This is an optimization exercise on Yosys and OpenROAD, whose aim is small area and a short achievable clock period, not a production implementation.
In this exercise RTL edits were held to simulation tests only and were not proved equivalent to the original.

File: flow/design.v
module processor(clk, rst, i_dataValid, i_packet, o_answer);
  input clk;
  input rst;
  input i_dataValid;
  input [31:0] i_packet;
  output reg [31:0] o_answer;
  reg [8:0] fpr;
  reg [1:0] uqr;
  reg f;
  wire dir = i_packet[31];
  wire [30:0] v;
  gate8 ug0 (.d(i_packet[7:0]), .vld(i_dataValid), .rst(rst), .q(v[7:0]));
  gate8 ug1 (.d(i_packet[15:8]), .vld(i_dataValid), .rst(rst), .q(v[15:8]));
  gate8 ug2 (.d(i_packet[23:16]), .vld(i_dataValid), .rst(rst), .q(v[23:16]));
  gate8 ug3 (.d({1'b0, i_packet[30:24]}), .vld(i_dataValid), .rst(rst), .q({nc_unused, v[30:24]}));
  wire nc_unused;
  wire [31:0] a = o_answer;
  wire [4:0] rr;
  ftab utab (.f(fpr[8:4]), .rr(rr));
  wire [5:0] s = {1'b0, rr} + {2'b0, fpr[3:0]};
  wire [4:0] ry = (s >= 6'd25) ? s[4:0] + 5'd7 : s[4:0];
  wire [6:0] rf = {ry, uqr};
  wire [6:0] rneg = (rf == 7'd0) ? 7'd0 : 7'd100 - rf;
  wire [6:0] rin = (dir ^ f) ? rneg : rf;
  wire [9:0] c0 = v[11:2];
  wire [9:0] c1 = v[21:12];
  wire [8:0] c2 = v[30:22];
  wire [9:0] c1n = ~c1;
  wire [8:0] c2n = ~c2;
  wire [2:0] uq = {1'b0, v[1:0]} + {1'b0, rin[1:0]};
  wire cc = uq[2];
  wire ns_1, nc_2;
  fa uns_1 (.a(c0[0]), .b(c1n[0]), .c(c2[0]), .s(ns_1), .co(nc_2));
  wire ns_3, nc_4;
  fa uns_3 (.a(c0[7]), .b(c1n[7]), .c(c2[7]), .s(ns_3), .co(nc_4));
  wire ns_5, nc_6;
  fa uns_5 (.a(rin[2]), .b(cc), .c(ns_1), .s(ns_5), .co(nc_6));
  wire ns_7, nc_8;
  xn2 uns_7 (.a(c0[1]), .b(c1n[1]), .y(ns_7));
  or2m unc_8 (.a(c0[1]), .b(c1n[1]), .y(nc_8));
  wire ns_9, nc_10;
  fa uns_9 (.a(c2[1]), .b(c0[8]), .c(c0[7]), .s(ns_9), .co(nc_10));
  wire ns_11, nc_12;
  fa uns_11 (.a(c1n[8]), .b(c1n[7]), .c(c2[8]), .s(ns_11), .co(nc_12));
  wire ns_13, nc_14;
  fa uns_13 (.a(c2[7]), .b(rin[3]), .c(ns_7), .s(ns_13), .co(nc_14));
  wire ns_15, nc_16;
  fa uns_15 (.a(nc_2), .b(nc_4), .c(ns_9), .s(ns_15), .co(nc_16));
  wire ns_17, nc_18;
  fa uns_17 (.a(ns_11), .b(ns_13), .c(nc_6), .s(ns_17), .co(nc_18));
  wire ns_19, nc_20;
  fa uns_19 (.a(c0[2]), .b(c1n[2]), .c(c2[2]), .s(ns_19), .co(nc_20));
  wire ns_21, nc_22;
  fa uns_21 (.a(c0[9]), .b(c0[8]), .c(c1n[9]), .s(ns_21), .co(nc_22));
  wire ns_23, nc_24;
  fa uns_23 (.a(c1n[8]), .b(c2[8]), .c(rin[4]), .s(ns_23), .co(nc_24));
  wire ns_25, nc_26;
  fa uns_25 (.a(nc_8), .b(nc_10), .c(nc_12), .s(ns_25), .co(nc_26));
  wire ns_27, nc_28;
  fa uns_27 (.a(ns_19), .b(ns_21), .c(ns_23), .s(ns_27), .co(nc_28));
  wire ns_29, nc_30;
  fa uns_29 (.a(nc_14), .b(nc_16), .c(ns_25), .s(ns_29), .co(nc_30));
  wire ns_31, nc_32;
  ha uns_31 (.a(ns_27), .b(nc_18), .s(ns_31), .co(nc_32));
  wire ns_33, nc_34;
  fa uns_33 (.a(c0[3]), .b(c1n[3]), .c(c2[3]), .s(ns_33), .co(nc_34));
  wire ns_35, nc_36;
  fa uns_35 (.a(c0[9]), .b(c1n[9]), .c(rin[5]), .s(ns_35), .co(nc_36));
  wire ns_37, nc_38;
  fa uns_37 (.a(nc_20), .b(nc_22), .c(ns_33), .s(ns_37), .co(nc_38));
  wire ns_39, nc_40;
  fa uns_39 (.a(nc_24), .b(ns_35), .c(nc_26), .s(ns_39), .co(nc_40));
  wire ns_41, nc_42;
  fa uns_41 (.a(ns_37), .b(nc_28), .c(nc_30), .s(ns_41), .co(nc_42));
  wire ns_43, nc_44;
  ha uns_43 (.a(ns_39), .b(nc_32), .s(ns_43), .co(nc_44));
  wire ns_45, nc_46;
  fa uns_45 (.a(c0[4]), .b(c1n[4]), .c(c2[4]), .s(ns_45), .co(nc_46));
  wire ns_47, nc_48;
  fa uns_47 (.a(rin[6]), .b(nc_34), .c(ns_45), .s(ns_47), .co(nc_48));
  wire ns_49, nc_50;
  fa uns_49 (.a(nc_36), .b(nc_38), .c(ns_47), .s(ns_49), .co(nc_50));
  wire ns_51, nc_52;
  fa uns_51 (.a(nc_40), .b(ns_49), .c(nc_42), .s(ns_51), .co(nc_52));
  wire ns_53, nc_54;
  fa uns_53 (.a(c0[5]), .b(c1n[5]), .c(c2[5]), .s(ns_53), .co(nc_54));
  wire ns_55, nc_56;
  fa uns_55 (.a(nc_46), .b(ns_53), .c(nc_48), .s(ns_55), .co(nc_56));
  wire ns_57, nc_58;
  ha uns_57 (.a(nc_50), .b(ns_55), .s(ns_57), .co(nc_58));
  wire ns_59, nc_60;
  fa uns_59 (.a(c0[6]), .b(c1n[6]), .c(c2[6]), .s(ns_59), .co(nc_60));
  wire ns_61, nc_62;
  fa uns_61 (.a(nc_54), .b(ns_59), .c(nc_56), .s(ns_61), .co(nc_62));
  wire ng_63, np_64;
  ha unp_64 (.a(ns_3), .b(ns_5), .s(np_64), .co(ng_63));
  wire ng_65, np_66;
  ha unp_66 (.a(ns_15), .b(ns_17), .s(np_66), .co(ng_65));
  wire ng_67, np_68;
  ha unp_68 (.a(ns_29), .b(ns_31), .s(np_68), .co(ng_67));
  wire ng_69, np_70;
  ha unp_70 (.a(ns_41), .b(ns_43), .s(np_70), .co(ng_69));
  wire ng_71, np_72;
  ha unp_72 (.a(nc_44), .b(ns_51), .s(np_72), .co(ng_71));
  wire ng_73, np_74;
  ha unp_74 (.a(ns_57), .b(nc_52), .s(np_74), .co(ng_73));
  wire ng_75, np_76;
  ha unp_76 (.a(nc_58), .b(ns_61), .s(np_76), .co(ng_75));
  wire ng_77, np_78;
  ha unp_78 (.a(nc_60), .b(nc_62), .s(np_78), .co(ng_77));
  wire nG_79 = ng_65 | (np_66 & ng_63);
  wire nP_80 = np_66 & np_64;
  wire nG_81 = ng_69 | (np_70 & ng_67);
  wire nP_82 = np_70 & np_68;
  wire nG_83 = ng_73 | (np_74 & ng_71);
  wire nP_84 = np_74 & np_72;
  wire nG_85 = ng_77 | (np_78 & ng_75);
  wire nP_86 = np_78 & np_76;
  wire nG_87 = ng_67 | (np_68 & nG_79);
  wire nP_88 = np_68 & nP_80;
  wire nG_89 = nG_81 | (nP_82 & nG_79);
  wire nP_90 = nP_82 & nP_80;
  wire nG_91 = ng_75 | (np_76 & nG_83);
  wire nP_92 = np_76 & nP_84;
  wire nG_93 = nG_85 | (nP_86 & nG_83);
  wire nP_94 = nP_86 & nP_84;
  wire nG_95 = ng_71 | (np_72 & nG_89);
  wire nP_96 = np_72 & nP_90;
  wire nG_97 = nG_83 | (nP_84 & nG_89);
  wire nP_98 = nP_84 & nP_90;
  wire nG_99 = nG_91 | (nP_92 & nG_89);
  wire nP_100 = nP_92 & nP_90;
  wire nG_101 = nG_93 | (nP_94 & nG_89);
  wire nP_102 = nP_94 & nP_90;
  wire no_103;
  xr2 uno_103 (.a(np_66), .b(ng_63), .y(no_103));
  wire no_104;
  xr2 uno_104 (.a(np_68), .b(nG_79), .y(no_104));
  wire no_105;
  xr2 uno_105 (.a(np_70), .b(nG_87), .y(no_105));
  wire no_106;
  xr2 uno_106 (.a(np_72), .b(nG_89), .y(no_106));
  wire no_107;
  xr2 uno_107 (.a(np_74), .b(nG_95), .y(no_107));
  wire no_108;
  xr2 uno_108 (.a(np_76), .b(nG_97), .y(no_108));
  wire no_109;
  xr2 uno_109 (.a(np_78), .b(nG_99), .y(no_109));
  wire [8:0] fp = {nG_101, no_109, no_108, no_107, no_106, no_105, no_104, no_103, np_64};
  wire ns_110, nc_111;
  fa uns_110 (.a(ns_3), .b(ns_5), .c(ns_41), .s(ns_110), .co(nc_111));
  wire ns_112, nc_113;
  xn2 uns_112 (.a(ns_15), .b(ns_17), .y(ns_112));
  or2m unc_113 (.a(ns_15), .b(ns_17), .y(nc_113));
  wire ns_114, nc_115;
  fa uns_114 (.a(ns_112), .b(nc_44), .c(ns_51), .s(ns_114), .co(nc_115));
  wire ns_116, nc_117;
  fa uns_116 (.a(ns_3), .b(ns_5), .c(ns_29), .s(ns_116), .co(nc_117));
  wire ns_118, nc_119;
  fa uns_118 (.a(nc_113), .b(ns_31), .c(ns_57), .s(ns_118), .co(nc_119));
  wire ns_120, nc_121;
  fa uns_120 (.a(ns_116), .b(ns_118), .c(nc_52), .s(ns_120), .co(nc_121));
  wire ns_122, nc_123;
  fa uns_122 (.a(ns_15), .b(ns_17), .c(nc_58), .s(ns_122), .co(nc_123));
  wire ns_124, nc_125;
  fa uns_124 (.a(ns_41), .b(ns_61), .c(nc_117), .s(ns_124), .co(nc_125));
  wire ns_126, nc_127;
  fa uns_126 (.a(ns_43), .b(nc_119), .c(ns_122), .s(ns_126), .co(nc_127));
  wire ns_128, nc_129;
  ha uns_128 (.a(ns_124), .b(ns_126), .s(ns_128), .co(nc_129));
  wire ns_130, nc_131;
  fa uns_130 (.a(nc_60), .b(ns_29), .c(ns_31), .s(ns_130), .co(nc_131));
  wire ns_132, nc_133;
  fa uns_132 (.a(nc_62), .b(nc_44), .c(nc_123), .s(ns_132), .co(nc_133));
  wire ns_134, nc_135;
  fa uns_134 (.a(ns_130), .b(ns_51), .c(nc_125), .s(ns_134), .co(nc_135));
  wire ns_136, nc_137;
  fa uns_136 (.a(nc_127), .b(ns_132), .c(ns_134), .s(ns_136), .co(nc_137));
  wire ns_138, nc_139;
  fa uns_138 (.a(ns_57), .b(ns_41), .c(ns_43), .s(ns_138), .co(nc_139));
  wire ns_140, nc_141;
  fa uns_140 (.a(nc_131), .b(nc_52), .c(ns_138), .s(ns_140), .co(nc_141));
  wire ns_142, nc_143;
  fa uns_142 (.a(nc_133), .b(nc_135), .c(ns_140), .s(ns_142), .co(nc_143));
  wire ns_144, nc_145;
  fa uns_144 (.a(nc_58), .b(nc_44), .c(ns_61), .s(ns_144), .co(nc_145));
  wire ns_146, nc_147;
  fa uns_146 (.a(ns_51), .b(nc_139), .c(ns_144), .s(ns_146), .co(nc_147));
  wire ns_148, nc_149;
  ha uns_148 (.a(nc_141), .b(ns_146), .s(ns_148), .co(nc_149));
  wire ns_150, nc_151;
  fa uns_150 (.a(a[0]), .b(c1[0]), .c(c2n[0]), .s(ns_150), .co(nc_151));
  wire ns_152, nc_153;
  fa uns_152 (.a(c0[7]), .b(c1n[7]), .c(c2[7]), .s(ns_152), .co(nc_153));
  wire ns_154, nc_155;
  fa uns_154 (.a(nc_60), .b(ns_150), .c(ns_152), .s(ns_154), .co(nc_155));
  wire ns_156, nc_157;
  fa uns_156 (.a(ns_154), .b(ns_57), .c(nc_62), .s(ns_156), .co(nc_157));
  wire ns_158, nc_159;
  fa uns_158 (.a(nc_52), .b(ns_156), .c(nc_145), .s(ns_158), .co(nc_159));
  wire ns_160, nc_161;
  ha uns_160 (.a(nc_147), .b(ns_158), .s(ns_160), .co(nc_161));
  wire ns_162, nc_163;
  fa uns_162 (.a(a[1]), .b(c1[1]), .c(c2n[1]), .s(ns_162), .co(nc_163));
  wire ns_164, nc_165;
  fa uns_164 (.a(c0[8]), .b(c1n[8]), .c(c2[8]), .s(ns_164), .co(nc_165));
  wire ns_166, nc_167;
  fa uns_166 (.a(nc_151), .b(nc_153), .c(ns_162), .s(ns_166), .co(nc_167));
  wire ns_168, nc_169;
  fa uns_168 (.a(ns_164), .b(nc_155), .c(ns_166), .s(ns_168), .co(nc_169));
  wire ns_170, nc_171;
  fa uns_170 (.a(ns_168), .b(nc_58), .c(ns_61), .s(ns_170), .co(nc_171));
  wire ns_172, nc_173;
  fa uns_172 (.a(nc_157), .b(ns_170), .c(nc_159), .s(ns_172), .co(nc_173));
  wire ns_174, nc_175;
  fa uns_174 (.a(a[2]), .b(c1[2]), .c(c2n[2]), .s(ns_174), .co(nc_175));
  wire ns_176, nc_177;
  fa uns_176 (.a(c0[9]), .b(c0[7]), .c(c1n[9]), .s(ns_176), .co(nc_177));
  wire ns_178, nc_179;
  fa uns_178 (.a(c1n[7]), .b(c2[7]), .c(nc_60), .s(ns_178), .co(nc_179));
  wire ns_180, nc_181;
  fa uns_180 (.a(nc_163), .b(nc_165), .c(ns_174), .s(ns_180), .co(nc_181));
  wire ns_182, nc_183;
  fa uns_182 (.a(ns_176), .b(nc_167), .c(ns_178), .s(ns_182), .co(nc_183));
  wire ns_184, nc_185;
  fa uns_184 (.a(ns_180), .b(nc_169), .c(ns_182), .s(ns_184), .co(nc_185));
  wire ns_186, nc_187;
  fa uns_186 (.a(nc_62), .b(ns_184), .c(nc_171), .s(ns_186), .co(nc_187));
  wire ns_188, nc_189;
  fa uns_188 (.a(a[3]), .b(c1[3]), .c(c1[0]), .s(ns_188), .co(nc_189));
  wire ns_190, nc_191;
  fa uns_190 (.a(c2n[0]), .b(c2n[3]), .c(c0[8]), .s(ns_190), .co(nc_191));
  wire ns_192, nc_193;
  fa uns_192 (.a(c1n[8]), .b(c2[8]), .c(nc_175), .s(ns_192), .co(nc_193));
  wire ns_194, nc_195;
  fa uns_194 (.a(nc_177), .b(ns_188), .c(ns_190), .s(ns_194), .co(nc_195));
  wire ns_196, nc_197;
  fa uns_196 (.a(nc_179), .b(nc_181), .c(ns_192), .s(ns_196), .co(nc_197));
  wire ns_198, nc_199;
  fa uns_198 (.a(ns_194), .b(nc_183), .c(ns_196), .s(ns_198), .co(nc_199));
  wire ns_200, nc_201;
  ha uns_200 (.a(nc_185), .b(ns_198), .s(ns_200), .co(nc_201));
  wire ns_202, nc_203;
  fa uns_202 (.a(a[4]), .b(c1[4]), .c(c1[1]), .s(ns_202), .co(nc_203));
  wire ns_204, nc_205;
  fa uns_204 (.a(c2n[1]), .b(c2n[4]), .c(c0[9]), .s(ns_204), .co(nc_205));
  wire ns_206, nc_207;
  fa uns_206 (.a(c1n[9]), .b(nc_189), .c(nc_191), .s(ns_206), .co(nc_207));
  wire ns_208, nc_209;
  fa uns_208 (.a(ns_202), .b(ns_204), .c(nc_193), .s(ns_208), .co(nc_209));
  wire ns_210, nc_211;
  fa uns_210 (.a(nc_195), .b(ns_206), .c(nc_197), .s(ns_210), .co(nc_211));
  wire ns_212, nc_213;
  fa uns_212 (.a(ns_208), .b(nc_199), .c(ns_210), .s(ns_212), .co(nc_213));
  wire ns_214, nc_215;
  fa uns_214 (.a(a[5]), .b(c1[5]), .c(c1[2]), .s(ns_214), .co(nc_215));
  wire ns_216, nc_217;
  fa uns_216 (.a(c1[0]), .b(c2n[0]), .c(c2n[2]), .s(ns_216), .co(nc_217));
  wire ns_218, nc_219;
  fa uns_218 (.a(c2n[5]), .b(nc_203), .c(nc_205), .s(ns_218), .co(nc_219));
  wire ns_220, nc_221;
  fa uns_220 (.a(ns_214), .b(ns_216), .c(nc_207), .s(ns_220), .co(nc_221));
  wire ns_222, nc_223;
  fa uns_222 (.a(ns_218), .b(nc_209), .c(ns_220), .s(ns_222), .co(nc_223));
  wire ns_224, nc_225;
  ha uns_224 (.a(nc_211), .b(ns_222), .s(ns_224), .co(nc_225));
  wire ns_226, nc_227;
  fa uns_226 (.a(a[6]), .b(c1[6]), .c(c1[3]), .s(ns_226), .co(nc_227));
  wire ns_228, nc_229;
  fa uns_228 (.a(c1[1]), .b(c2n[1]), .c(c2n[3]), .s(ns_228), .co(nc_229));
  wire ns_230, nc_231;
  fa uns_230 (.a(c2n[6]), .b(nc_215), .c(nc_217), .s(ns_230), .co(nc_231));
  wire ns_232, nc_233;
  fa uns_232 (.a(ns_226), .b(ns_228), .c(nc_219), .s(ns_232), .co(nc_233));
  wire ns_234, nc_235;
  fa uns_234 (.a(ns_230), .b(nc_221), .c(ns_232), .s(ns_234), .co(nc_235));
  wire ns_236, nc_237;
  ha uns_236 (.a(nc_223), .b(ns_234), .s(ns_236), .co(nc_237));
  wire ns_238, nc_239;
  fa uns_238 (.a(a[7]), .b(c1[7]), .c(c1[4]), .s(ns_238), .co(nc_239));
  wire ns_240, nc_241;
  fa uns_240 (.a(c1[2]), .b(c2n[2]), .c(c2n[4]), .s(ns_240), .co(nc_241));
  wire ns_242, nc_243;
  fa uns_242 (.a(c2n[7]), .b(nc_227), .c(nc_229), .s(ns_242), .co(nc_243));
  wire ns_244, nc_245;
  fa uns_244 (.a(ns_238), .b(ns_240), .c(nc_231), .s(ns_244), .co(nc_245));
  wire ns_246, nc_247;
  fa uns_246 (.a(ns_242), .b(nc_233), .c(ns_244), .s(ns_246), .co(nc_247));
  wire ns_248, nc_249;
  ha uns_248 (.a(nc_235), .b(ns_246), .s(ns_248), .co(nc_249));
  wire ns_250, nc_251;
  fa uns_250 (.a(a[8]), .b(c1[8]), .c(c1[5]), .s(ns_250), .co(nc_251));
  wire ns_252, nc_253;
  fa uns_252 (.a(c1[3]), .b(c2n[3]), .c(c2n[5]), .s(ns_252), .co(nc_253));
  wire ns_254, nc_255;
  fa uns_254 (.a(c2n[8]), .b(nc_239), .c(nc_241), .s(ns_254), .co(nc_255));
  wire ns_256, nc_257;
  fa uns_256 (.a(ns_250), .b(ns_252), .c(nc_243), .s(ns_256), .co(nc_257));
  wire ns_258, nc_259;
  fa uns_258 (.a(ns_254), .b(nc_245), .c(ns_256), .s(ns_258), .co(nc_259));
  wire ns_260, nc_261;
  ha uns_260 (.a(nc_247), .b(ns_258), .s(ns_260), .co(nc_261));
  wire ns_262, nc_263;
  xn2 uns_262 (.a(a[9]), .b(c1[9]), .y(ns_262));
  or2m unc_263 (.a(a[9]), .b(c1[9]), .y(nc_263));
  wire ns_264, nc_265;
  fa uns_264 (.a(c1[6]), .b(c1[4]), .c(c2n[4]), .s(ns_264), .co(nc_265));
  wire ns_266, nc_267;
  fa uns_266 (.a(c2n[6]), .b(ns_262), .c(nc_251), .s(ns_266), .co(nc_267));
  wire ns_268, nc_269;
  fa uns_268 (.a(nc_253), .b(ns_264), .c(nc_255), .s(ns_268), .co(nc_269));
  wire ns_270, nc_271;
  fa uns_270 (.a(ns_266), .b(nc_257), .c(ns_268), .s(ns_270), .co(nc_271));
  wire ns_272, nc_273;
  ha uns_272 (.a(nc_259), .b(ns_270), .s(ns_272), .co(nc_273));
  wire ns_274, nc_275;
  xn2 uns_274 (.a(a[10]), .b(c1[7]), .y(ns_274));
  or2m unc_275 (.a(a[10]), .b(c1[7]), .y(nc_275));
  wire ns_276, nc_277;
  fa uns_276 (.a(c1[5]), .b(c2[0]), .c(c2n[5]), .s(ns_276), .co(nc_277));
  wire ns_278, nc_279;
  fa uns_278 (.a(c2n[7]), .b(nc_263), .c(ns_274), .s(ns_278), .co(nc_279));
  wire ns_280, nc_281;
  fa uns_280 (.a(nc_265), .b(ns_276), .c(ns_278), .s(ns_280), .co(nc_281));
  wire ns_282, nc_283;
  fa uns_282 (.a(nc_267), .b(ns_280), .c(nc_269), .s(ns_282), .co(nc_283));
  wire ns_284, nc_285;
  ha uns_284 (.a(nc_271), .b(ns_282), .s(ns_284), .co(nc_285));
  wire ns_286, nc_287;
  xn2 uns_286 (.a(a[11]), .b(c1[8]), .y(ns_286));
  or2m unc_287 (.a(a[11]), .b(c1[8]), .y(nc_287));
  wire ns_288, nc_289;
  fa uns_288 (.a(c1[6]), .b(c2[1]), .c(c2n[6]), .s(ns_288), .co(nc_289));
  wire ns_290, nc_291;
  fa uns_290 (.a(c2n[8]), .b(nc_275), .c(ns_286), .s(ns_290), .co(nc_291));
  wire ns_292, nc_293;
  fa uns_292 (.a(nc_277), .b(ns_288), .c(nc_279), .s(ns_292), .co(nc_293));
  wire ns_294, nc_295;
  fa uns_294 (.a(ns_290), .b(nc_281), .c(ns_292), .s(ns_294), .co(nc_295));
  wire ns_296, nc_297;
  ha uns_296 (.a(ns_294), .b(nc_283), .s(ns_296), .co(nc_297));
  wire ns_298, nc_299;
  fa uns_298 (.a(a[12]), .b(c1[9]), .c(c1[7]), .s(ns_298), .co(nc_299));
  wire ns_300, nc_301;
  fa uns_300 (.a(c2[2]), .b(c2n[7]), .c(nc_287), .s(ns_300), .co(nc_301));
  wire ns_302, nc_303;
  fa uns_302 (.a(nc_289), .b(ns_298), .c(nc_291), .s(ns_302), .co(nc_303));
  wire ns_304, nc_305;
  fa uns_304 (.a(ns_300), .b(nc_293), .c(ns_302), .s(ns_304), .co(nc_305));
  wire ns_306, nc_307;
  ha uns_306 (.a(nc_295), .b(ns_304), .s(ns_306), .co(nc_307));
  wire ns_308, nc_309;
  xn2 uns_308 (.a(a[13]), .b(c1[8]), .y(ns_308));
  or2m unc_309 (.a(a[13]), .b(c1[8]), .y(nc_309));
  wire ns_310, nc_311;
  fa uns_310 (.a(c2[0]), .b(c2[3]), .c(c2n[8]), .s(ns_310), .co(nc_311));
  wire ns_312, nc_313;
  fa uns_312 (.a(ns_308), .b(nc_299), .c(ns_310), .s(ns_312), .co(nc_313));
  wire ns_314, nc_315;
  fa uns_314 (.a(nc_301), .b(ns_312), .c(nc_303), .s(ns_314), .co(nc_315));
  wire ns_316, nc_317;
  ha uns_316 (.a(nc_305), .b(ns_314), .s(ns_316), .co(nc_317));
  wire ns_318, nc_319;
  fa uns_318 (.a(a[14]), .b(c1[9]), .c(c2[1]), .s(ns_318), .co(nc_319));
  wire ns_320, nc_321;
  fa uns_320 (.a(c2[4]), .b(nc_309), .c(nc_311), .s(ns_320), .co(nc_321));
  wire ns_322, nc_323;
  fa uns_322 (.a(ns_318), .b(nc_313), .c(ns_320), .s(ns_322), .co(nc_323));
  wire ns_324, nc_325;
  ha uns_324 (.a(ns_322), .b(nc_315), .s(ns_324), .co(nc_325));
  wire ns_326, nc_327;
  xn2 uns_326 (.a(a[15]), .b(c2[0]), .y(ns_326));
  or2m unc_327 (.a(a[15]), .b(c2[0]), .y(nc_327));
  wire ns_328, nc_329;
  fa uns_328 (.a(c2[2]), .b(c2[5]), .c(ns_326), .s(ns_328), .co(nc_329));
  wire ns_330, nc_331;
  fa uns_330 (.a(nc_319), .b(ns_328), .c(nc_321), .s(ns_330), .co(nc_331));
  wire ns_332, nc_333;
  ha uns_332 (.a(nc_323), .b(ns_330), .s(ns_332), .co(nc_333));
  wire ns_334, nc_335;
  xn2 uns_334 (.a(a[16]), .b(c2[1]), .y(ns_334));
  or2m unc_335 (.a(a[16]), .b(c2[1]), .y(nc_335));
  wire ns_336, nc_337;
  fa uns_336 (.a(c2[3]), .b(c2[6]), .c(nc_327), .s(ns_336), .co(nc_337));
  wire ns_338, nc_339;
  fa uns_338 (.a(ns_334), .b(nc_329), .c(ns_336), .s(ns_338), .co(nc_339));
  wire ns_340, nc_341;
  ha uns_340 (.a(ns_338), .b(nc_331), .s(ns_340), .co(nc_341));
  wire ns_342, nc_343;
  xn2 uns_342 (.a(a[17]), .b(c2[2]), .y(ns_342));
  or2m unc_343 (.a(a[17]), .b(c2[2]), .y(nc_343));
  wire ns_344, nc_345;
  fa uns_344 (.a(c2[4]), .b(c2[7]), .c(nc_335), .s(ns_344), .co(nc_345));
  wire ns_346, nc_347;
  fa uns_346 (.a(ns_342), .b(nc_337), .c(ns_344), .s(ns_346), .co(nc_347));
  wire ns_348, nc_349;
  ha uns_348 (.a(nc_339), .b(ns_346), .s(ns_348), .co(nc_349));
  wire ns_350, nc_351;
  xn2 uns_350 (.a(a[18]), .b(c2[3]), .y(ns_350));
  or2m unc_351 (.a(a[18]), .b(c2[3]), .y(nc_351));
  wire ns_352, nc_353;
  fa uns_352 (.a(c2[5]), .b(c2[8]), .c(nc_343), .s(ns_352), .co(nc_353));
  wire ns_354, nc_355;
  fa uns_354 (.a(ns_350), .b(nc_345), .c(ns_352), .s(ns_354), .co(nc_355));
  wire ns_356, nc_357;
  ha uns_356 (.a(nc_347), .b(ns_354), .s(ns_356), .co(nc_357));
  wire ns_358, nc_359;
  xn2 uns_358 (.a(a[19]), .b(c2[4]), .y(ns_358));
  or2m unc_359 (.a(a[19]), .b(c2[4]), .y(nc_359));
  wire ns_360, nc_361;
  fa uns_360 (.a(c2[6]), .b(nc_351), .c(ns_358), .s(ns_360), .co(nc_361));
  wire ns_362, nc_363;
  fa uns_362 (.a(nc_353), .b(ns_360), .c(nc_355), .s(ns_362), .co(nc_363));
  wire ns_364, nc_365;
  xn2 uns_364 (.a(a[20]), .b(c2[5]), .y(ns_364));
  or2m unc_365 (.a(a[20]), .b(c2[5]), .y(nc_365));
  wire ns_366, nc_367;
  fa uns_366 (.a(c2[7]), .b(nc_359), .c(ns_364), .s(ns_366), .co(nc_367));
  wire ns_368, nc_369;
  ha uns_368 (.a(nc_361), .b(ns_366), .s(ns_368), .co(nc_369));
  wire ns_370, nc_371;
  xn2 uns_370 (.a(a[21]), .b(c2[6]), .y(ns_370));
  or2m unc_371 (.a(a[21]), .b(c2[6]), .y(nc_371));
  wire ns_372, nc_373;
  fa uns_372 (.a(c2[8]), .b(nc_365), .c(ns_370), .s(ns_372), .co(nc_373));
  wire ns_374, nc_375;
  ha uns_374 (.a(nc_367), .b(ns_372), .s(ns_374), .co(nc_375));
  wire ns_376, nc_377;
  xn2 uns_376 (.a(a[22]), .b(c2[7]), .y(ns_376));
  or2m unc_377 (.a(a[22]), .b(c2[7]), .y(nc_377));
  wire ns_378, nc_379;
  fa uns_378 (.a(nc_371), .b(ns_376), .c(nc_373), .s(ns_378), .co(nc_379));
  wire ns_380, nc_381;
  xn2 uns_380 (.a(a[23]), .b(c2[8]), .y(ns_380));
  or2m unc_381 (.a(a[23]), .b(c2[8]), .y(nc_381));
  wire ns_382, nc_383;
  ha uns_382 (.a(nc_377), .b(ns_380), .s(ns_382), .co(nc_383));
  wire ns_384, nc_385;
  xn2 uns_384 (.a(a[24]), .b(nc_381), .y(ns_384));
  or2m unc_385 (.a(a[24]), .b(nc_381), .y(nc_385));
  wire ns_386 = ~a[25];
  wire ns_387 = ~a[26];
  wire ns_388 = ~a[27];
  wire ns_389 = ~a[28];
  wire ns_390 = ~a[29];
  wire ns_391 = ~a[30];
  wire ns_392 = ~a[31];
  wire ng_393, np_394;
  ha unp_394 (.a(ns_43), .b(ns_110), .s(np_394), .co(ng_393));
  wire ng_395, np_396;
  ha unp_396 (.a(nc_111), .b(ns_114), .s(np_396), .co(ng_395));
  wire ng_397, np_398;
  ha unp_398 (.a(nc_115), .b(ns_120), .s(np_398), .co(ng_397));
  wire ng_399, np_400;
  ha unp_400 (.a(nc_121), .b(ns_128), .s(np_400), .co(ng_399));
  wire ng_401, np_402;
  ha unp_402 (.a(nc_129), .b(ns_136), .s(np_402), .co(ng_401));
  wire ng_403, np_404;
  ha unp_404 (.a(nc_137), .b(ns_142), .s(np_404), .co(ng_403));
  wire ng_405, np_406;
  ha unp_406 (.a(ns_148), .b(nc_143), .s(np_406), .co(ng_405));
  wire ng_407, np_408;
  ha unp_408 (.a(nc_149), .b(ns_160), .s(np_408), .co(ng_407));
  wire ng_409, np_410;
  ha unp_410 (.a(nc_161), .b(ns_172), .s(np_410), .co(ng_409));
  wire ng_411, np_412;
  ha unp_412 (.a(ns_186), .b(nc_173), .s(np_412), .co(ng_411));
  wire ng_413, np_414;
  ha unp_414 (.a(ns_200), .b(nc_187), .s(np_414), .co(ng_413));
  wire ng_415, np_416;
  ha unp_416 (.a(nc_201), .b(ns_212), .s(np_416), .co(ng_415));
  wire ng_417, np_418;
  ha unp_418 (.a(ns_224), .b(nc_213), .s(np_418), .co(ng_417));
  wire ng_419, np_420;
  ha unp_420 (.a(nc_225), .b(ns_236), .s(np_420), .co(ng_419));
  wire ng_421, np_422;
  ha unp_422 (.a(nc_237), .b(ns_248), .s(np_422), .co(ng_421));
  wire ng_423, np_424;
  ha unp_424 (.a(nc_249), .b(ns_260), .s(np_424), .co(ng_423));
  wire ng_425, np_426;
  ha unp_426 (.a(nc_261), .b(ns_272), .s(np_426), .co(ng_425));
  wire ng_427, np_428;
  ha unp_428 (.a(ns_284), .b(nc_273), .s(np_428), .co(ng_427));
  wire ng_429, np_430;
  ha unp_430 (.a(nc_285), .b(ns_296), .s(np_430), .co(ng_429));
  wire ng_431, np_432;
  ha unp_432 (.a(ns_306), .b(nc_297), .s(np_432), .co(ng_431));
  wire ng_433, np_434;
  ha unp_434 (.a(nc_307), .b(ns_316), .s(np_434), .co(ng_433));
  wire ng_435, np_436;
  ha unp_436 (.a(ns_324), .b(nc_317), .s(np_436), .co(ng_435));
  wire ng_437, np_438;
  ha unp_438 (.a(ns_332), .b(nc_325), .s(np_438), .co(ng_437));
  wire ng_439, np_440;
  ha unp_440 (.a(nc_333), .b(ns_340), .s(np_440), .co(ng_439));
  wire ng_441, np_442;
  ha unp_442 (.a(ns_348), .b(nc_341), .s(np_442), .co(ng_441));
  wire ng_443, np_444;
  ha unp_444 (.a(nc_349), .b(ns_356), .s(np_444), .co(ng_443));
  wire ng_445, np_446;
  ha unp_446 (.a(nc_357), .b(ns_362), .s(np_446), .co(ng_445));
  wire ng_447, np_448;
  ha unp_448 (.a(ns_368), .b(nc_363), .s(np_448), .co(ng_447));
  wire ng_449, np_450;
  ha unp_450 (.a(nc_369), .b(ns_374), .s(np_450), .co(ng_449));
  wire ng_451, np_452;
  ha unp_452 (.a(nc_375), .b(ns_378), .s(np_452), .co(ng_451));
  wire ng_453, np_454;
  ha unp_454 (.a(ns_382), .b(nc_379), .s(np_454), .co(ng_453));
  wire ng_455, np_456;
  ha unp_456 (.a(ns_384), .b(nc_383), .s(np_456), .co(ng_455));
  wire ng_457, np_458;
  ha unp_458 (.a(ns_386), .b(nc_385), .s(np_458), .co(ng_457));
  wire ng_459, np_460;
  ha unp_460 (.a(a[25]), .b(ns_387), .s(np_460), .co(ng_459));
  wire ng_461, np_462;
  ha unp_462 (.a(a[26]), .b(ns_388), .s(np_462), .co(ng_461));
  wire ng_463, np_464;
  ha unp_464 (.a(a[27]), .b(ns_389), .s(np_464), .co(ng_463));
  wire ng_465, np_466;
  ha unp_466 (.a(a[28]), .b(ns_390), .s(np_466), .co(ng_465));
  wire ng_467, np_468;
  ha unp_468 (.a(a[29]), .b(ns_391), .s(np_468), .co(ng_467));
  wire ng_469, np_470;
  ha unp_470 (.a(a[30]), .b(ns_392), .s(np_470), .co(ng_469));
  wire nG_471 = ng_395 | (np_396 & ng_393);
  wire nP_472 = np_396 & np_394;
  wire nG_473 = ng_399 | (np_400 & ng_397);
  wire nP_474 = np_400 & np_398;
  wire nG_475 = ng_403 | (np_404 & ng_401);
  wire nP_476 = np_404 & np_402;
  wire nG_477 = ng_407 | (np_408 & ng_405);
  wire nP_478 = np_408 & np_406;
  wire nG_479 = ng_411 | (np_412 & ng_409);
  wire nP_480 = np_412 & np_410;
  wire nG_481 = ng_415 | (np_416 & ng_413);
  wire nP_482 = np_416 & np_414;
  wire nG_483 = ng_419 | (np_420 & ng_417);
  wire nP_484 = np_420 & np_418;
  wire nG_485 = ng_423 | (np_424 & ng_421);
  wire nP_486 = np_424 & np_422;
  wire nG_487 = ng_427 | (np_428 & ng_425);
  wire nP_488 = np_428 & np_426;
  wire nG_489 = ng_431 | (np_432 & ng_429);
  wire nP_490 = np_432 & np_430;
  wire nG_491 = ng_435 | (np_436 & ng_433);
  wire nP_492 = np_436 & np_434;
  wire nG_493 = ng_439 | (np_440 & ng_437);
  wire nP_494 = np_440 & np_438;
  wire nG_495 = ng_443 | (np_444 & ng_441);
  wire nP_496 = np_444 & np_442;
  wire nG_497 = ng_447 | (np_448 & ng_445);
  wire nP_498 = np_448 & np_446;
  wire nG_499 = ng_451 | (np_452 & ng_449);
  wire nP_500 = np_452 & np_450;
  wire nG_501 = ng_455 | (np_456 & ng_453);
  wire nP_502 = np_456 & np_454;
  wire nG_503 = ng_459 | (np_460 & ng_457);
  wire nP_504 = np_460 & np_458;
  wire nG_505 = ng_463 | (np_464 & ng_461);
  wire nP_506 = np_464 & np_462;
  wire nG_507 = ng_467 | (np_468 & ng_465);
  wire nP_508 = np_468 & np_466;
  wire nG_509 = ng_397 | (np_398 & nG_471);
  wire nP_510 = np_398 & nP_472;
  wire nG_511 = nG_473 | (nP_474 & nG_471);
  wire nP_512 = nP_474 & nP_472;
  wire nG_513 = ng_405 | (np_406 & nG_475);
  wire nP_514 = np_406 & nP_476;
  wire nG_515 = nG_477 | (nP_478 & nG_475);
  wire nP_516 = nP_478 & nP_476;
  wire nG_517 = ng_413 | (np_414 & nG_479);
  wire nP_518 = np_414 & nP_480;
  wire nG_519 = nG_481 | (nP_482 & nG_479);
  wire nP_520 = nP_482 & nP_480;
  wire nG_521 = ng_421 | (np_422 & nG_483);
  wire nP_522 = np_422 & nP_484;
  wire nG_523 = nG_485 | (nP_486 & nG_483);
  wire nP_524 = nP_486 & nP_484;
  wire nG_525 = ng_429 | (np_430 & nG_487);
  wire nP_526 = np_430 & nP_488;
  wire nG_527 = nG_489 | (nP_490 & nG_487);
  wire nP_528 = nP_490 & nP_488;
  wire nG_529 = ng_437 | (np_438 & nG_491);
  wire nP_530 = np_438 & nP_492;
  wire nG_531 = nG_493 | (nP_494 & nG_491);
  wire nP_532 = nP_494 & nP_492;
  wire nG_533 = ng_445 | (np_446 & nG_495);
  wire nP_534 = np_446 & nP_496;
  wire nG_535 = nG_497 | (nP_498 & nG_495);
  wire nP_536 = nP_498 & nP_496;
  wire nG_537 = ng_453 | (np_454 & nG_499);
  wire nP_538 = np_454 & nP_500;
  wire nG_539 = nG_501 | (nP_502 & nG_499);
  wire nP_540 = nP_502 & nP_500;
  wire nG_541 = ng_461 | (np_462 & nG_503);
  wire nP_542 = np_462 & nP_504;
  wire nG_543 = nG_505 | (nP_506 & nG_503);
  wire nP_544 = nP_506 & nP_504;
  wire nG_545 = ng_469 | (np_470 & nG_507);
  wire nP_546 = np_470 & nP_508;
  wire nG_547 = ng_401 | (np_402 & nG_511);
  wire nP_548 = np_402 & nP_512;
  wire nG_549 = nG_475 | (nP_476 & nG_511);
  wire nP_550 = nP_476 & nP_512;
  wire nG_551 = nG_513 | (nP_514 & nG_511);
  wire nP_552 = nP_514 & nP_512;
  wire nG_553 = nG_515 | (nP_516 & nG_511);
  wire nP_554 = nP_516 & nP_512;
  wire nG_555 = ng_417 | (np_418 & nG_519);
  wire nP_556 = np_418 & nP_520;
  wire nG_557 = nG_483 | (nP_484 & nG_519);
  wire nP_558 = nP_484 & nP_520;
  wire nG_559 = nG_521 | (nP_522 & nG_519);
  wire nP_560 = nP_522 & nP_520;
  wire nG_561 = nG_523 | (nP_524 & nG_519);
  wire nP_562 = nP_524 & nP_520;
  wire nG_563 = ng_433 | (np_434 & nG_527);
  wire nP_564 = np_434 & nP_528;
  wire nG_565 = nG_491 | (nP_492 & nG_527);
  wire nP_566 = nP_492 & nP_528;
  wire nG_567 = nG_529 | (nP_530 & nG_527);
  wire nP_568 = nP_530 & nP_528;
  wire nG_569 = nG_531 | (nP_532 & nG_527);
  wire nP_570 = nP_532 & nP_528;
  wire nG_571 = ng_449 | (np_450 & nG_535);
  wire nP_572 = np_450 & nP_536;
  wire nG_573 = nG_499 | (nP_500 & nG_535);
  wire nP_574 = nP_500 & nP_536;
  wire nG_575 = nG_537 | (nP_538 & nG_535);
  wire nP_576 = nP_538 & nP_536;
  wire nG_577 = nG_539 | (nP_540 & nG_535);
  wire nP_578 = nP_540 & nP_536;
  wire nG_579 = ng_465 | (np_466 & nG_543);
  wire nP_580 = np_466 & nP_544;
  wire nG_581 = nG_507 | (nP_508 & nG_543);
  wire nP_582 = nP_508 & nP_544;
  wire nG_583 = nG_545 | (nP_546 & nG_543);
  wire nP_584 = nP_546 & nP_544;
  wire nG_585 = ng_409 | (np_410 & nG_553);
  wire nP_586 = np_410 & nP_554;
  wire nG_587 = nG_479 | (nP_480 & nG_553);
  wire nP_588 = nP_480 & nP_554;
  wire nG_589 = nG_517 | (nP_518 & nG_553);
  wire nP_590 = nP_518 & nP_554;
  wire nG_591 = nG_519 | (nP_520 & nG_553);
  wire nP_592 = nP_520 & nP_554;
  wire nG_593 = nG_555 | (nP_556 & nG_553);
  wire nP_594 = nP_556 & nP_554;
  wire nG_595 = nG_557 | (nP_558 & nG_553);
  wire nP_596 = nP_558 & nP_554;
  wire nG_597 = nG_559 | (nP_560 & nG_553);
  wire nP_598 = nP_560 & nP_554;
  wire nG_599 = nG_561 | (nP_562 & nG_553);
  wire nP_600 = nP_562 & nP_554;
  wire nG_601 = ng_441 | (np_442 & nG_569);
  wire nP_602 = np_442 & nP_570;
  wire nG_603 = nG_495 | (nP_496 & nG_569);
  wire nP_604 = nP_496 & nP_570;
  wire nG_605 = nG_533 | (nP_534 & nG_569);
  wire nP_606 = nP_534 & nP_570;
  wire nG_607 = nG_535 | (nP_536 & nG_569);
  wire nP_608 = nP_536 & nP_570;
  wire nG_609 = nG_571 | (nP_572 & nG_569);
  wire nP_610 = nP_572 & nP_570;
  wire nG_611 = nG_573 | (nP_574 & nG_569);
  wire nP_612 = nP_574 & nP_570;
  wire nG_613 = nG_575 | (nP_576 & nG_569);
  wire nP_614 = nP_576 & nP_570;
  wire nG_615 = nG_577 | (nP_578 & nG_569);
  wire nP_616 = nP_578 & nP_570;
  wire nG_617 = ng_425 | (np_426 & nG_599);
  wire nP_618 = np_426 & nP_600;
  wire nG_619 = nG_487 | (nP_488 & nG_599);
  wire nP_620 = nP_488 & nP_600;
  wire nG_621 = nG_525 | (nP_526 & nG_599);
  wire nP_622 = nP_526 & nP_600;
  wire nG_623 = nG_527 | (nP_528 & nG_599);
  wire nP_624 = nP_528 & nP_600;
  wire nG_625 = nG_563 | (nP_564 & nG_599);
  wire nP_626 = nP_564 & nP_600;
  wire nG_627 = nG_565 | (nP_566 & nG_599);
  wire nP_628 = nP_566 & nP_600;
  wire nG_629 = nG_567 | (nP_568 & nG_599);
  wire nP_630 = nP_568 & nP_600;
  wire nG_631 = nG_569 | (nP_570 & nG_599);
  wire nP_632 = nP_570 & nP_600;
  wire nG_633 = nG_601 | (nP_602 & nG_599);
  wire nP_634 = nP_602 & nP_600;
  wire nG_635 = nG_603 | (nP_604 & nG_599);
  wire nP_636 = nP_604 & nP_600;
  wire nG_637 = nG_605 | (nP_606 & nG_599);
  wire nP_638 = nP_606 & nP_600;
  wire nG_639 = nG_607 | (nP_608 & nG_599);
  wire nP_640 = nP_608 & nP_600;
  wire nG_641 = nG_609 | (nP_610 & nG_599);
  wire nP_642 = nP_610 & nP_600;
  wire nG_643 = nG_611 | (nP_612 & nG_599);
  wire nP_644 = nP_612 & nP_600;
  wire nG_645 = nG_613 | (nP_614 & nG_599);
  wire nP_646 = nP_614 & nP_600;
  wire nG_647 = nG_615 | (nP_616 & nG_599);
  wire nP_648 = nP_616 & nP_600;
  wire nG_649 = ng_457 | (np_458 & nG_647);
  wire nP_650 = np_458 & nP_648;
  wire nG_651 = nG_503 | (nP_504 & nG_647);
  wire nP_652 = nP_504 & nP_648;
  wire nG_653 = nG_541 | (nP_542 & nG_647);
  wire nP_654 = nP_542 & nP_648;
  wire nG_655 = nG_543 | (nP_544 & nG_647);
  wire nP_656 = nP_544 & nP_648;
  wire nG_657 = nG_579 | (nP_580 & nG_647);
  wire nP_658 = nP_580 & nP_648;
  wire nG_659 = nG_581 | (nP_582 & nG_647);
  wire nP_660 = nP_582 & nP_648;
  wire nG_661 = nG_583 | (nP_584 & nG_647);
  wire nP_662 = nP_584 & nP_648;
  wire no_663;
  xr2 uno_663 (.a(np_408), .b(nG_551), .y(no_663));
  wire no_664;
  xr2 uno_664 (.a(np_410), .b(nG_553), .y(no_664));
  wire no_665;
  xr2 uno_665 (.a(np_412), .b(nG_585), .y(no_665));
  wire no_666;
  xr2 uno_666 (.a(np_414), .b(nG_587), .y(no_666));
  wire no_667;
  xr2 uno_667 (.a(np_416), .b(nG_589), .y(no_667));
  wire no_668;
  xr2 uno_668 (.a(np_418), .b(nG_591), .y(no_668));
  wire no_669;
  xr2 uno_669 (.a(np_420), .b(nG_593), .y(no_669));
  wire no_670;
  xr2 uno_670 (.a(np_422), .b(nG_595), .y(no_670));
  wire no_671;
  xr2 uno_671 (.a(np_424), .b(nG_597), .y(no_671));
  wire no_672;
  xr2 uno_672 (.a(np_426), .b(nG_599), .y(no_672));
  wire no_673;
  xr2 uno_673 (.a(np_428), .b(nG_617), .y(no_673));
  wire no_674;
  xr2 uno_674 (.a(np_430), .b(nG_619), .y(no_674));
  wire no_675;
  xr2 uno_675 (.a(np_432), .b(nG_621), .y(no_675));
  wire no_676;
  xr2 uno_676 (.a(np_434), .b(nG_623), .y(no_676));
  wire no_677;
  xr2 uno_677 (.a(np_436), .b(nG_625), .y(no_677));
  wire no_678;
  xr2 uno_678 (.a(np_438), .b(nG_627), .y(no_678));
  wire no_679;
  xr2 uno_679 (.a(np_440), .b(nG_629), .y(no_679));
  wire no_680;
  xr2 uno_680 (.a(np_442), .b(nG_631), .y(no_680));
  wire no_681;
  xr2 uno_681 (.a(np_444), .b(nG_633), .y(no_681));
  wire no_682;
  xr2 uno_682 (.a(np_446), .b(nG_635), .y(no_682));
  wire no_683;
  xr2 uno_683 (.a(np_448), .b(nG_637), .y(no_683));
  wire no_684;
  xr2 uno_684 (.a(np_450), .b(nG_639), .y(no_684));
  wire no_685;
  xr2 uno_685 (.a(np_452), .b(nG_641), .y(no_685));
  wire no_686;
  xr2 uno_686 (.a(np_454), .b(nG_643), .y(no_686));
  wire no_687;
  xr2 uno_687 (.a(np_456), .b(nG_645), .y(no_687));
  wire no_688;
  xr2 uno_688 (.a(np_458), .b(nG_647), .y(no_688));
  wire no_689;
  xr2 uno_689 (.a(np_460), .b(nG_649), .y(no_689));
  wire no_690;
  xr2 uno_690 (.a(np_462), .b(nG_651), .y(no_690));
  wire no_691;
  xr2 uno_691 (.a(np_464), .b(nG_653), .y(no_691));
  wire no_692;
  xr2 uno_692 (.a(np_466), .b(nG_655), .y(no_692));
  wire no_693;
  xr2 uno_693 (.a(np_468), .b(nG_657), .y(no_693));
  wire no_694;
  xr2 uno_694 (.a(np_470), .b(nG_659), .y(no_694));
  wire [31:0] sum = {no_694, no_693, no_692, no_691, no_690, no_689, no_688, no_687, no_686, no_685, no_684, no_683, no_682, no_681, no_680, no_679, no_678, no_677, no_676, no_675, no_674, no_673, no_672, no_671, no_670, no_669, no_668, no_667, no_666, no_665, no_664, no_663};
  always @(posedge clk) begin
    o_answer <= rst ? 32'd0 : sum;
    fpr <= rst ? 9'd12 : fp;               
    uqr <= rst ? 2'd2 : uq[1:0];
    f <= dir;
  end
endmodule
module ftab(input [4:0] f, output [4:0] rr);
  assign rr[0] = (f == 5'd2) | (f == 5'd3) | (f == 5'd5) | (f == 5'd6) | (f == 5'd8) | (f == 5'd9) | (f == 5'd11) | (f == 5'd12) | (f == 5'd15) | (f == 5'd18) | (f == 5'd21) | (f == 5'd24) | (f == 5'd27) | (f == 5'd28) | (f == 5'd30) | (f == 5'd31);
  assign rr[1] = (f == 5'd2) | (f == 5'd3) | (f == 5'd4) | (f == 5'd8) | (f == 5'd9) | (f == 5'd10) | (f == 5'd15) | (f == 5'd16) | (f == 5'd17) | (f == 5'd21) | (f == 5'd22) | (f == 5'd23) | (f == 5'd27) | (f == 5'd28) | (f == 5'd29);
  assign rr[2] = (f == 5'd2) | (f == 5'd3) | (f == 5'd4) | (f == 5'd5) | (f == 5'd6) | (f == 5'd7) | (f == 5'd15) | (f == 5'd16) | (f == 5'd17) | (f == 5'd18) | (f == 5'd19) | (f == 5'd20) | (f == 5'd27) | (f == 5'd28) | (f == 5'd29) | (f == 5'd30) | (f == 5'd31);
  assign rr[3] = (f == 5'd4) | (f == 5'd7) | (f == 5'd10) | (f == 5'd13) | (f == 5'd14) | (f == 5'd15) | (f == 5'd18) | (f == 5'd21) | (f == 5'd24) | (f == 5'd29);
  assign rr[4] = (f == 5'd1) | (f == 5'd3) | (f == 5'd6) | (f == 5'd9) | (f == 5'd12) | (f == 5'd14) | (f == 5'd17) | (f == 5'd20) | (f == 5'd23) | (f == 5'd26) | (f == 5'd28) | (f == 5'd31);
endmodule
module gate8(input [7:0] d, input vld, input rst, output [7:0] q);
  wire g = vld & ~rst;
  assign q = d & {8{g}};
endmodule
module fa(input a, input b, input c, output s, output co);
  assign s = a ^ b ^ c;
  assign co = (a & b) | (a & c) | (b & c);
endmodule
module ao21(input a, input b, input c, output y);
  assign y = a | (b & c);
endmodule
module xn2(input a, input b, output y);
  assign y = ~(a ^ b);
endmodule
module or2m(input a, input b, output y);
  assign y = a | b;
endmodule
module an2(input a, input b, output y);
  assign y = a & b;
endmodule
module xr2(input a, input b, output y);
  assign y = a ^ b;
endmodule
module ha(input a, input b, output s, output co);
  assign s = a ^ b;
  assign co = a & b;
endmodule
File: flow/constraint.sdc
create_clock -name core_clock -period 42.0 [get_ports {clk}]
set_input_delay 8.4000 -clock core_clock [delete_from_list [all_inputs] [get_ports {clk}]]
set_output_delay 8.4000 -clock core_clock [all_outputs]
set_load 0.01 [all_outputs]
File: flow/flow/run.sh
#!/bin/bash
# Standard layout, with plain buf_1 cells (instead of the default delay buffers) as the
# buffers that every input and output port gets.
set -euo pipefail
export BUFFER_PORTS_ARGS="-buffer_cell sky130_fd_sc_hd__buf_1"
bash standard.sh > standard.log 2>&1
File: flow/config.mk
export PLATFORM = sky130hd
export DESIGN_NAME = processor
export DESIGN_NICKNAME = processor
export VERILOG_FILES = /design/flow/design.v
export SDC_FILE = /design/flow/constraint.sdc
export NUM_CORES = 4
export LEC_CHECK = 0
export CAP_MARGIN = 20
export CORE_MARGIN = 2
export CORE_UTILIZATION = 60
export SLEW_MARGIN = 20
export SYNTH_HIERARCHICAL = 1
File: flow/standard.sh
#!/bin/bash
# synth_recipe.tcl (not shown) runs the flow's synth.tcl, then flattens the netlist and writes it again
# the make line also repeats each setting of config.mk as NAME=value (left out here)
make -C /OpenROAD-flow-scripts/flow DESIGN_CONFIG=/design/flow/config.mk WORK_HOME=/design/flow/orfs CLKGATE_MAP_FILE= SYNTH_SCRIPT=/design/flow/synth_recipe.tcl "${@:-finish}"
==> out/qor.csv, run 1 <==
metric,value,unit
fp.coreArea,11520,µm²
clock_path_buffers,2,
hold_path.class,flip-flop to flip-flop,
die_x,113.3,µm
finalCriticalPeriod,15.59,ns
drt_first_pass_iters,15,
regToRegSetupSlack,31.81,ns
reg2reg_to,o_answer[31]$_SDFF_PP0_,
start_util,62.19,%
htreeDepth,2,
grt_max_degree,55,
gp_congestion,0.8881,
drv_slew,0,
critPathLaunchType,input port,
finalHoldViolCount,0,
relSlewSlack,56.22,%
rsz0062_at_grt,false,
crit_top_cell,fa_1,
drc,0,
timing.hold.worst.start,uqr[0]$_SDFF_PP0_,
root_buffer,clkbuf_16,
setup_viol,0,
via_per_inst,5.843,
cp.required,42.18,ns
critPathSlowestCell,fa_1,
hold_ws,0.7348,ns
maxCapViolCount,0,
ant_nets,0,
die_h,113.3,µm
clock_latency,0.31,ns
cts_tree,built,
skew,0.01050,ns
nets,942,
critical_path_class,input port to flip-flop,
synth_warnings,7,
dpl_cell_area,7525,µm²
fin_crit_sh,37.12,%
synth_area,7162,µm²
syn_to_final_growth,7.460,%
grt_pass1_vias,5247,
slowest_delay,0.51,ns
tns,0,ns
post_cts_resized,0,
r2r-start,fpr[5]$_SDFF_PP0_,
die_area,12830,µm²
io_pins,67,
rr_worst_depth,33,
crit_fanout,8,
holdBufCountCts,0,
netlist_instances,633,
drtIter0Drc,253,
drt-total-wl,15980,µm
synth_nets,878,
worstMarginPinSlew,0.6558,ns
postCtsSetupBuffers,0,
crit_arrival,15.77,ns
final_core_util,66.83,%
syn_avg_cell_area,11.31,µm²
grt_util_all_layers,27.41,%
clock_sinks,44,
drive_gt1_share,5.158,%
grt-ovfl-total,0,
min_to,uqr[0]$_SDFF_PP0_,
clkTransAtPathRegs,0.07,ns
cts-buffers-inserted,5,
crit_start,i_packet[31],
worst_setup_path_end_kind,flip-flop,
rows,39,
min_path_cells,3,
place_hpwl,13460,µm
finish.instance_area,7696,µm²
grt_pass1_wl,26880,µm
run_status,no timing/DRC/antenna violations,
vias,4914,
antenna_found_initial,0,
port_buffers,66,
wl_per_cell,19.00,µm
clock.fmax,0.06414,GHz
diodes,0,
state kept, by name, summed over array words and instances, names as in the netlist:
signal and flops:
uqr 2, o_answer 32, fpr 9, f 1
cell usage in the layout (no fill, tap or decap), drive strengths merged, types with 5 or more instances in the layout:
cell type    n
fa         131
ha          79
buf         67
xor2        44
dfxtp       44
nor2b       42
inv         36
a21o        35
and3b       31
or2         25
xnor2       19
nand2       17
o21ai       17
a21oi       15
and2         7
clkbuf       6
nand4        5
nand3        5
worst max-delay path: cells and delay by family:
family | cells | cell delay (ns)
simple gates | 4 | 0.90
buf+inv | 1 | 0.10
compound gates | 8 | 2.12
xor+xnor | 2 | 0.56
fa+ha+maj | 10 | 3.67
cell type report:
cell class              count  area [µm²]
flip-flops and latches     44       880.8
repair buffers             68       264.0
multi-input cells         543        6070
inverters                  35       131.4
clock buffers               5       125.1
fillers                   927        3820
clock inverters             3       46.29
well taps                 143       178.9
how the worst max path moves through the flow:
stage,to,slack (ns)
after floorplan,o_answer[31]$_SDFF_PP0_,26.89
after global placement,o_answer[31]$_SDFF_PP0_,26.21
after detailed placement,o_answer[31]$_SDFF_PP0_,26.07
after CTS,o_answer[31]$_SDFF_PP0_,26.38
after global routing,o_answer[31]$_SDFF_PP0_,25.95
final,o_answer[31]$_SDFF_PP0_,26.41
metal layers:
layer	GRT usage, %	wire [µm]
met1	37.74	7354
met2	44.91	7580
met3	6.052	797
met4	6.260	244
met5	0	0
through the flow:
step | cells | setup WS (ns)
3_3_place_gp | 833 | 26.21
4_1_cts | 841 | 26.38
5_1_grt | 841 | 25.95
3_5_place_dp | 833 | 26.07
2_1_floorplan | 633 | 26.89
6_report | 841 | 26.41
==> inputs of run 2 (changes only) <==
==> flow/flow/run.sh (replaced) <==
#!/bin/bash
# Standard layout, with plain buf_1 cells as the buffers that every input and output port gets,
# and timing repair asked to keep 27 ns of setup slack (a 15 ns path) so that the resizer
# buffers and sizes the critical path instead of leaving minimum-size gates on it.
set -euo pipefail
export BUFFER_PORTS_ARGS="-buffer_cell sky130_fd_sc_hd__buf_1"
export SETUP_SLACK_MARGIN=27
bash standard.sh > standard.log 2>&1
==> run 2 against run 1 <==
  * Still clean on timing, DRC and antenna
  * Clock-buffer cell count is the same
  * Global-route usage rose by 0.21 points
  * Area after synthesis unchanged
  * Critical path type unchanged
  * Critical endpoint unchanged
==> out/qor.csv, run 2 <==
metric,value,unit,change
run_status,no timing/DRC/antenna violations,,
rr_worst_depth,33,,unchanged
crit_arrival,15.03,ns,-0.74 ns
grt_util_all_layers,27.62,%,+0.21 points
maxCapViolCount,0,,unchanged
syn_avg_cell_area,11.31,µm²,unchanged
rows,39,,unchanged
clkTransAtPathRegs,0.07,ns,about the same
synth_nets,878,,unchanged
htreeDepth,2,,unchanged
largest_reg_flops,32,,unchanged
syn_to_final_growth,11.41,%,
crit_fanout,3,,-5
grt_max_degree,44,,-20%
holdBufCountCts,0,,unchanged
setup_viol,0,,unchanged
clock_latency,0.31,ns,about the same
worst_setup_path_end_kind,flip-flop,,
worstMarginPinSlew,0.6164,ns,-0.03945 ns
fin_crit_sh,35.31,%,-1.8 points
cts-buffers-inserted,5,,unchanged
drt_first_pass_iters,21,,+6
port_buffers,66,,unchanged
root_buffer,clkbuf_16,,
diodes,0,,unchanged
r2r-start,fpr[5]$_SDFF_PP0_,,
gp_congestion,0.9055,,+2.0%
start_util,62.19,%,unchanged
grt_pass1_vias,5333,,+1.6%
hold_path.class,flip-flop to flip-flop,,
clock_sinks,44,,unchanged
die_h,113.3,µm,unchanged
crit_start,i_packet[31],,
critical_path_class,input port to flip-flop,,
top_regs,"o_answer x32, fpr x9, uqr x2",,
skew,0.006114,ns,-0.004383 ns
synth_warnings,7,,unchanged
fp.coreArea,11520,µm²,unchanged
relSlewSlack,58.91,%,+2.7 points
nets,954,,+1.3%
die_area,12830,µm²,unchanged
vias,4978,,+1.3%
layout_commonest_cell,fa_1,,
grt-ovfl-total,0,,unchanged
grt_pass1_wl,27340,µm,+1.7%
ant_nets,0,,unchanged
antenna_found_initial,0,,unchanged
finalHoldViolCount,0,,unchanged
clock_path_buffers,2,,unchanged
wl_per_cell,19.33,µm,+1.8%
io_pins,67,,unchanged
critPathLaunchType,input port,,
drt-total-wl,16490,µm,+3.2%
synth_area,7162,µm²,unchanged
rsz0062_at_grt,true,,
cp.required,42.20,ns,+0.02 ns
cp-endpoint,o_answer[31]$_SDFF_PP0_,,
netlist_instances,633,,unchanged
via_per_inst,5.836,,-0.12%
largest-register,o_answer,,
final_cell_mix,"fa_1 (127), ha_1 (75), buf_1 (63)",,
finalCriticalPeriod,14.83,ns,-0.7620 ns
die_x,113.3,µm,unchanged
regToRegSetupSlack,32.24,ns,+0.43 ns
clock.fmax,0.06743,GHz,+5.1%
drtIter0Drc,204,,-19%
place_hpwl,13560,µm,+0.71%
drc,0,,unchanged
drive_gt1_share,10.70,%,+5.5 points
tns,0,ns,unchanged
reg2reg_to,o_answer[31]$_SDFF_PP0_,,
cts_tree,built,,
drv_slew,0,,unchanged
==> run 2: stage by stage <==
| step | std cells | cell area (µm²) | setup slack [ns] | hold slack [ns] | util (%) |
|---|---|---|---|---|---|
| 2_1_floorplan | 633 | 7169 | 27.01 | 0.6456 | - |
| 3_3_place_gp | 832 | 7525 | 25.97 | 0.6761 | 65.34 |
| 3_5_place_dp | 832 | 7525 | 25.89 | 0.6773 | 65.34 |
| 4_1_cts | 843 | 7770 | 27.01 | 0.6991 | 67.47 |
| 5_1_grt | 853 | 7979 | 26.94 | 0.7432 | 69.29 |
| 6_report | 853 | 7979 | 27.17 | 0.7036 | 69.29 |
==> run 2: worst min path at each step <==
| stage | to | slack [ns] | from | cells past startpoint |
|---|---|---|---|---|
| 3_3_place_gp | uqr[0]$_SDFF_PP0_ | 0.68 | uqr[0]$_SDFF_PP0_ | 3 |
| 6_report | o_answer[31]$_SDFF_PP0_ | 0.70 | o_answer[31]$_SDFF_PP0_ | 4 |
| 5_1_grt | o_answer[31]$_SDFF_PP0_ | 0.74 | o_answer[31]$_SDFF_PP0_ | 4 |
| 3_5_place_dp | uqr[0]$_SDFF_PP0_ | 0.68 | uqr[0]$_SDFF_PP0_ | 3 |
| 2_1_floorplan | uqr[0]$_SDFF_PP0_ | 0.65 | uqr[0]$_SDFF_PP0_ | 3 |
| 4_1_cts | uqr[0]$_SDFF_PP0_ | 0.70 | uqr[0]$_SDFF_PP0_ | 3 |
==> run 2: cell type report <==
type / count / area (µm²)
inverter: 35 / 131.4
clock inverter: 3 / 46.29
clock buffer: 5 / 125.1
timing repair buffer: 80 / 417.9
sequential: 44 / 880.8
tap: 143 / 178.9
multi-input combinational: 543 / 6198
fill: 897 / 3537
==> run 2: metal layers <==
| metal | track usage (%) | part of all wire, % | vias to the layer above |
|---|---|---|---|
| li1 | - | - | 2323 |
| met1 | 38.90 | 46 | 2528 |
| met2 | 45.43 | 48 | 113 |
| met3 | 5.249 | 5.0 | 14 |
| met4 | 5.366 | 1.2 | 0 |
| met5 | 0 | 0 | - |
==> run 2: critical path, cell delays in order <==
cell and delay, ns:
buf_6 0.10, xor2_2 0.14, nand4_1 0.12, or3_4 0.40
and2_4 0.15, ha_4 0.15, fa_2 0.40, fa_2 0.35
fa_2 0.39, ha_4 0.18, ha_4 0.24, fa_1 0.49
fa_1 0.51, fa_1 0.57, ha_4 0.22, a21o_1 0.18
a221oi_4 0.34, a21oi_4 0.12, o31ai_4 0.30, o21ai_2 0.12
a311o_1 0.34, o31a_1 0.32, a31o_2 0.22, xor2_1 0.13
nor2b_1 0.12
==> run 2: what timing repair did <==
action                                 in CTS  in global routing
endpoints found under the hold margin       0                  0
gates resized for setup                    17                 29
buffers inserted                            3                  9
cloned                                      0                  1
setup endpoints to repair                  28                 15
pin swaps                                   5                 26

[separate check: timing with driven ports]
The flow's constraints put no driver on any port. The routed layouts listed below were extracted and timed again, unchanged, in two steps.
Step 1 assumes that a clkbuf_16 drives the clock port and a buf_2 every other input.
Step 2, shift: input delay + t, output delay - t, t = (earliest + latest rising clock arrival at the registers) / 2. This alone moves slack from input paths to output paths.
Three values: ideal, step 1, step 2; two values: the first two.
run	t, ns	setup slack, ns	slew at the worst register clock pin (ns)	worst data-port slew with drivers (ns)
run 1	0.349	26.409 / 26.426 / 26.077	0.07 / 0.07	0.04
run 2	0.342	27.171 / 27.175 / 26.833	0.07 / 0.07	0.06
After both steps setup and hold are still met in every run listed. The setup slack of run 2, which loses most, moves by +0.004 ns with the drivers and by -0.338 ns with both steps.
